Background: an optimization exercise with open tools, aiming at small area, a short achievable clock period and few clock cycles per item. Do not read the settings as production practice. RTL that was checked went through simulation tests only; none was proved equivalent to the original.

==> module inv, before the edit <==
module inv #(parameter WIDTH = 256)
   (
   input  wire               clk,
   input  wire               reset_n,
   input  wire               start_inv,
   input  wire [WIDTH - 1:0] a,
   input  wire [WIDTH - 1:0] P,
   output wire               done_inv,
   output wire [WIDTH:0]     result
   );
   reg  [255:0] U, V, CV;
   reg  [256:0] CU;
   reg  [9:0]   cnt;
   reg          busy, ph2, done, sig;
   assign done_inv = done;
   assign result   = CU;
   wire         load = start_inv & ~busy & ~done;
   wire [254:0] x = U[255:1];
   wire [254:0] y = V[255:1];
   wire         ge, eq_unused;
   wire [254:0] dm;
   inv_csub u_csub (.x(x), .y(y), .ge(ge), .eq(eq_unused), .d(dm));
   wire         even = ~U[0];
   wire         fin  = ~even & ~(|x) & ~(|y);
   wire [15:0]  ctop = CU[256:241];
   wire [255:0] pm   = ~CV;                     
   wire [15:0]  ptop = {1'b0, pm[255:241]};
   wire         gtp  = ctop > ptop;             
   wire [15:0]  t1   = {2'b0, pm[255:242]};
   wire [15:0]  t2   = {3'b0, pm[255:243]};
   wire [15:0]  t3   = {4'b0, pm[255:244]};
   wire [17:0]  e1   = {2'b0, ctop} - {2'b0, ptop} - {2'b0, t1};
   wire [17:0]  e2   = {2'b0, ctop} - {2'b0, ptop} - {2'b0, t2};
   wire [17:0]  e3   = {2'b0, ctop} - {2'b0, ptop} - {2'b0, t3};
   wire         lt1  = gtp ? e1[17] : ctop < t1;
   wire         lt2  = gtp ? e2[17] : ctop < t2;
   wire         lt3  = gtp ? e3[17] : ctop < t3;
   wire [1:0]   jw   = lt3 ? 2'd3 : lt2 ? 2'd2 : lt1 ? 2'd1 : 2'd0;
   wire [1:0]   jl   = (cnt[8:2] != 7'h7f) ? 2'd3 : ~cnt[1:0];    
   wire [1:0]   j2   = (jw < jl) ? jw : jl;
   wire [1:0]   mu = even ? (U[1] ? 2'd0 : U[2] ? 2'd1 : U[3] ? 2'd2 : 2'd3) :
                     (x[0] ^ y[0]) ? 2'd0 : (x[1] ^ y[1]) ? 2'd1 :
                     (x[2] ^ y[2]) ? 2'd2 : 2'd3;
   wire [1:0]   m  = ph2 ? j2 : mu;
   wire [254:0] z  = even ? x : dm;
   wire [254:0] zs = (mu == 2'd0) ? z : (mu == 2'd1) ? {1'b0, z[254:1]} :
                     (mu == 2'd2) ? {2'b0, z[254:2]} : {3'b0, z[254:3]};
   wire         swp = ~even & ~ge & ~ph2;
   wire [256:0] sum;
   wire         sge;
   wire [256:0] sumv;
   inv_add u_add (.a(CU), .b({ph2, CV}), .ci(ph2), .fi(fin), .s(sum), .sv(sumv), .co(sge));
   wire [256:0] zc  = (ph2 & sge) ? sum : (swp | (fin & sig)) ? {1'b0, CV} : CU;
   wire [256:0] zcs = (m == 2'd0) ? {zc[255:0], 1'b0} :
                      (m == 2'd1) ? {zc[254:0], 2'b0} :
                      (m == 2'd2) ? {zc[253:0], 3'b0} : {zc[252:0], 4'b0};
   wire [9:0]  cnt1 = cnt + 10'd1;
   wire [9:0]  cnt2 = cnt + 10'd2;
   wire [9:0]  cnt3 = cnt + 10'd3;
   wire [9:0]  cnt4 = cnt + 10'd4;
   wire [1:0]  mn   = fin ? 2'd0 : m;
   wire [9:0]  cnt_n = (mn == 2'd0) ? cnt1 : (mn == 2'd1) ? cnt2 :
                       (mn == 2'd2) ? cnt3 : cnt4;
   always @(posedge clk or negedge reset_n) begin
      if (!reset_n) begin
         busy <= 1'b0;
         done <= 1'b0;
         ph2  <= 1'b0;
         sig  <= 1'b0;
         cnt  <= 10'd0;
      end else if (!start_inv) begin
         busy <= 1'b0;
         done <= 1'b0;
      end else if (load) begin
         busy <= 1'b1;
         ph2  <= 1'b0;
         sig  <= 1'b1;
         cnt  <= 10'd0;
      end else if (busy) begin
         cnt <= cnt_n;
         if (fin)
            ph2 <= 1'b1;
         if (swp)
            sig <= ~sig;
         if (cnt_n[9]) begin
            busy <= 1'b0;
            done <= 1'b1;
         end
      end else begin
         done <= 1'b0;
      end
   end
   always @(posedge clk) begin
      U  <= load ? a : {1'b0, zs};
      if (load | swp)
         V <= load ? P : U;
      CU <= load ? 257'd0 : fin ? {zc[255:0], 1'b0} : zcs;
      if (load | (busy & ~ph2 & ~even))
         CV <= load ? 256'd1 : sumv[255:0];
   end
endmodule
export LEC_CHECK = 0
export CAP_MARGIN = 20
export CELL_PAD_IN_SITES_DETAIL_PLACEMENT = 1
export CELL_PAD_IN_SITES_GLOBAL_PLACEMENT = 2
export CORE_MARGIN = 2
export CORE_UTILIZATION = 40
export SETUP_SLACK_MARGIN = 5
export SLEW_MARGIN = 20
export TNS_END_PERCENT = 5
create_clock -name core_clock -period 10.0 [get_ports {clk}]
standard.sh (not shown) runs the stock make flow with config.mk's settings and CLKGATE_MAP_FILE= SYNTH_SCRIPT=/design/flow/synth_recipe.tcl, a recipe that flattens the netlist after the stock synthesis.
==> flow/flow/run.sh <==
#!/bin/bash
# The standard layout (the standard.sh, all steps), except that the
# input and output ports are buffered with the smallest buffer cell.
set -euo pipefail
bash standard.sh 'BUFFER_PORTS_ARGS=-buffer_cell sky130_fd_sc_hd__buf_1' finish > standard_flow.log 2>&1
Rerun with:
--- a/flow/design.v
+++ b/flow/design.v
@@ -24,19 +24,14 @@
    wire         fin  = ~even & ~(|x) & ~(|y);
    wire [15:0]  ctop = CU[256:241];
    wire [255:0] pm   = ~CV;                     
    wire [15:0]  ptop = {1'b0, pm[255:241]};
    wire         gtp  = ctop > ptop;             
-   wire [15:0]  t1   = {2'b0, pm[255:242]};
-   wire [15:0]  t2   = {3'b0, pm[255:243]};
-   wire [15:0]  t3   = {4'b0, pm[255:244]};
-   wire [17:0]  e1   = {2'b0, ctop} - {2'b0, ptop} - {2'b0, t1};
-   wire [17:0]  e2   = {2'b0, ctop} - {2'b0, ptop} - {2'b0, t2};
-   wire [17:0]  e3   = {2'b0, ctop} - {2'b0, ptop} - {2'b0, t3};
-   wire         lt1  = gtp ? e1[17] : ctop < t1;
-   wire         lt2  = gtp ? e2[17] : ctop < t2;
-   wire         lt3  = gtp ? e3[17] : ctop < t3;
+   wire [15:0]  wtop = gtp ? ctop - ptop : ctop;
+   wire         lt1  = wtop < {2'b0, pm[255:242]};
+   wire         lt2  = wtop < {3'b0, pm[255:243]};
+   wire         lt3  = wtop < {4'b0, pm[255:244]};
    wire [1:0]   jw   = lt3 ? 2'd3 : lt2 ? 2'd2 : lt1 ? 2'd1 : 2'd0;
    wire [1:0]   jl   = (cnt[8:2] != 7'h7f) ? 2'd3 : ~cnt[1:0];    
    wire [1:0]   j2   = (jw < jl) ? jw : jl;
    wire [1:0]   mu = even ? (U[1] ? 2'd0 : U[2] ? 2'd1 : U[3] ? 2'd2 : 2'd3) :
                      (x[0] ^ y[0]) ? 2'd0 : (x[1] ^ y[1]) ? 2'd1 :
@@ -52,17 +47,11 @@
    inv_add u_add (.a(CU), .b({ph2, CV}), .ci(ph2), .fi(fin), .s(sum), .sv(sumv), .co(sge));
    wire [256:0] zc  = (ph2 & sge) ? sum : (swp | (fin & sig)) ? {1'b0, CV} : CU;
    wire [256:0] zcs = (m == 2'd0) ? {zc[255:0], 1'b0} :
                       (m == 2'd1) ? {zc[254:0], 2'b0} :
                       (m == 2'd2) ? {zc[253:0], 3'b0} : {zc[252:0], 4'b0};
-   wire [9:0]  cnt1 = cnt + 10'd1;
-   wire [9:0]  cnt2 = cnt + 10'd2;
-   wire [9:0]  cnt3 = cnt + 10'd3;
-   wire [9:0]  cnt4 = cnt + 10'd4;
-   wire [1:0]  mn   = fin ? 2'd0 : m;
-   wire [9:0]  cnt_n = (mn == 2'd0) ? cnt1 : (mn == 2'd1) ? cnt2 :
-                       (mn == 2'd2) ? cnt3 : cnt4;
+   wire [9:0] cnt_n = cnt + (fin ? 10'd1 : {8'd0, m} + 10'd1);
    always @(posedge clk or negedge reset_n) begin
       if (!reset_n) begin
          busy <= 1'b0;
          done <= 1'b0;
          ph2  <= 1'b0;
- via count decreases by a few percent
- utilization decreases by 0.66 points
- first-iteration DRC count decreases by roughly a tenth
- worst setup slack degrades by 1.0 ns
- final cell count decreases by a few percent
- clock-buffer cell count decreases by 12
- maximum frequency decreases by about a fifth
- routed wire length decreases by a little under a tenth
- synthesized area decreases by a few percent
No run of this note included a check of the RTL's function; only the layout flow was run.


## middle
Another version of the RTL of inv (not shown whole).
For scale: roughly 10000 cells after synthesis, about 770 I/O pins.
==> module inv, before the edit <==
module inv #(parameter WIDTH = 256)
   (
   input  wire               clk,
   input  wire               reset_n,
   input  wire               start_inv,
   input  wire [WIDTH - 1:0] a,
   input  wire [WIDTH - 1:0] P,
   output wire               done_inv,
   output wire [WIDTH:0]     result
   );
   reg  [255:0] U, V, CV;
   reg  [256:0] CU;
   reg  [9:0]   cnt;
   reg          busy, ph2, done, sig;
   assign done_inv = done;
   assign result   = CU;
   wire         load = start_inv & ~busy & ~done;
   wire [254:0] x = U[255:1];
   wire [254:0] y = V[255:1];
   wire         ge, eq_unused;
   wire [254:0] dm;
   inv_csub u_csub (.x(x), .y(y), .ge(ge), .eq(eq_unused), .d(dm));
   wire         even = ~U[0];
   wire         fin  = ~even & ~(|x) & ~(|y);
   wire [31:0]  ctop = CU[256:225];
   wire [255:0] pm   = ~CV;                     
   wire         lt1  = ctop < {2'b0, pm[255:226]};
   wire         lt2  = ctop < {3'b0, pm[255:227]};
   wire         lt3  = ctop < {4'b0, pm[255:228]};
   wire [1:0]   jw   = lt3 ? 2'd3 : lt2 ? 2'd2 : lt1 ? 2'd1 : 2'd0;
   wire [1:0]   jl   = (cnt[8:2] != 7'h7f) ? 2'd3 : ~cnt[1:0];    
   wire [1:0]   j2   = (jw < jl) ? jw : jl;
   wire [1:0]   m = ph2  ? j2 :
                    even ? (U[1] ? 2'd0 : U[2] ? 2'd1 : U[3] ? 2'd2 : 2'd3) :
                    (x[0] ^ y[0]) ? 2'd0 : (x[1] ^ y[1]) ? 2'd1 :
                    (x[2] ^ y[2]) ? 2'd2 : 2'd3;
   wire [254:0] z  = even ? x : dm;
   wire [254:0] zs = (m == 2'd0) ? z : (m == 2'd1) ? {1'b0, z[254:1]} :
                     (m == 2'd2) ? {2'b0, z[254:2]} : {3'b0, z[254:3]};
   wire         swp = ~even & ~ge & ~ph2;
   wire [256:0] sum;
   wire         sge;
   wire [256:0] sumv;
   inv_add u_add (.a(CU), .b({ph2, CV}), .ci(ph2), .fi(fin), .s(sum), .sv(sumv), .co(sge));
   wire [256:0] zc  = (swp | (fin & sig)) ? {1'b0, CV} : CU;
   wire [256:0] zcs = (m == 2'd0) ? {zc[255:0], 1'b0} :
                      (m == 2'd1) ? {zc[254:0], 2'b0} :
                      (m == 2'd2) ? {zc[253:0], 3'b0} : {zc[252:0], 4'b0};
   wire [9:0] cnt_n = cnt + (fin ? 10'd1 : {8'd0, m} + 10'd1);
   always @(posedge clk or negedge reset_n) begin
      if (!reset_n) begin
         busy <= 1'b0;
         done <= 1'b0;
         ph2  <= 1'b0;
         sig  <= 1'b0;
         cnt  <= 10'd0;
      end else if (!start_inv) begin
         busy <= 1'b0;
         done <= 1'b0;
      end else if (load) begin
         busy <= 1'b1;
         ph2  <= 1'b0;
         sig  <= 1'b1;
         cnt  <= 10'd0;
      end else if (busy) begin
         cnt <= cnt_n;
         if (fin)
            ph2 <= 1'b1;
         if (swp)
            sig <= ~sig;
         if (cnt_n[9]) begin
            busy <= 1'b0;
            done <= 1'b1;
         end
      end else begin
         done <= 1'b0;
      end
   end
   always @(posedge clk) begin
      U  <= load ? a : {1'b0, zs};
      if (load | swp)
         V <= load ? P : U;
      CU <= load ? 257'd0 : (ph2 & sge) ? {sum[255:0], 1'b0} :
            fin ? {zc[255:0], 1'b0} : zcs;
      if (load | (busy & ~ph2 & ~even))
         CV <= load ? 256'd1 : sumv[255:0];
   end
endmodule
export LEC_CHECK = 0
export CAP_MARGIN = 20
export CELL_PAD_IN_SITES_DETAIL_PLACEMENT = 1
export CELL_PAD_IN_SITES_GLOBAL_PLACEMENT = 2
export CORE_MARGIN = 2
export CORE_UTILIZATION = 40
export SETUP_SLACK_MARGIN = 5
export SLEW_MARGIN = 20
export TNS_END_PERCENT = 5
create_clock -name core_clock -period 10.0 [get_ports {clk}]
Scripts as last shown in full above: flow/flow/run.sh
Testbench counts of middle, summed over its fixed seeds: cycles 22,407, items 72.
> inputs changed (middle -> east)
diff --git a/flow/design.v b/flow/design.v
--- a/flow/design.v
+++ b/flow/design.v
@@ -19,21 +19,13 @@
    wire [254:0] y = V[255:1];
    wire         ge, eq_unused;
    wire [254:0] dm;
    inv_csub u_csub (.x(x), .y(y), .ge(ge), .eq(eq_unused), .d(dm));
    wire         even = ~U[0];
    wire         fin  = ~even & ~(|x) & ~(|y);
-   wire [31:0]  ctop = CU[256:225];
-   wire [255:0] pm   = ~CV;                     
-   wire         lt1  = ctop < {2'b0, pm[255:226]};
-   wire         lt2  = ctop < {3'b0, pm[255:227]};
-   wire         lt3  = ctop < {4'b0, pm[255:228]};
-   wire [1:0]   jw   = lt3 ? 2'd3 : lt2 ? 2'd2 : lt1 ? 2'd1 : 2'd0;
-   wire [1:0]   jl   = (cnt[8:2] != 7'h7f) ? 2'd3 : ~cnt[1:0];    
-   wire [1:0]   j2   = (jw < jl) ? jw : jl;
-   wire [1:0]   m = ph2  ? j2 :
+   wire [1:0]   m = ph2  ? 2'd0 :
                     even ? (U[1] ? 2'd0 : U[2] ? 2'd1 : U[3] ? 2'd2 : 2'd3) :
                     (x[0] ^ y[0]) ? 2'd0 : (x[1] ^ y[1]) ? 2'd1 :
                     (x[2] ^ y[2]) ? 2'd2 : 2'd3;
    wire [254:0] z  = even ? x : dm;
    wire [254:0] zs = (m == 2'd0) ? z : (m == 2'd1) ? {1'b0, z[254:1]} :
                      (m == 2'd2) ? {2'b0, z[254:2]} : {3'b0, z[254:3]};
- The proportion of synthesized chip area in sequential cells of east exceeds that of middle by 0.43 points.
- Against middle as the reference, east delivers a higher sequential fraction of total cell area.
- The final-layout clock buffer total reported for east is greater than that of middle by 15%.
- Re die area: middle and east aren't equal, and the higher value belongs to middle.
- east — final RePlAce weighted congestion about 1.1% higher, middle as reference
- Changes observed in east relative to middle: mapped cell area dropped about 1.4%.
Only the layout flow was run in east; the RTL was not checked for function there.

==> separate check: timing with driven ports <==
How much do the figures lean on ideal ports? The routed layouts below were timed once more, with nothing changed but the port constraints. Step 1 (the two cells are an assumption about what drives the block):
set clk [get_ports {clk}]
set_driving_cell -lib_cell sky130_fd_sc_hd__clkbuf_16 $clk
set_driving_cell -lib_cell sky130_fd_sc_hd__buf_2 [delete_from_list [all_inputs] $clk]
Step 2 also shifts input and output timing later by t, the mid clock arrival at the registers, as if the neighbouring blocks saw the same clock. a / b / c = ideal ports / drivers / drivers and shift; a / b = the first two.
| run | shift t [ns] | setup WS [ns] | worst setup path at the end |
|---|---|---|---|
| the first run of note 1 | 0.928 | 4.201 / 4.201 / 3.909 | input to register |
| the second run of note 1 | 0.897 | 3.190 / 3.190 / 3.190 | register to register |
| middle | 0.905 | 4.579 / 4.579 / 3.967 | input to register |
| east | 0.914 | 4.812 / 4.812 / 4.161 | input to register |
After both steps every run listed still meets setup and hold. The setup slack of east, which loses most, moves by 0.000 ns with the drivers and by -0.651 ns with both steps.
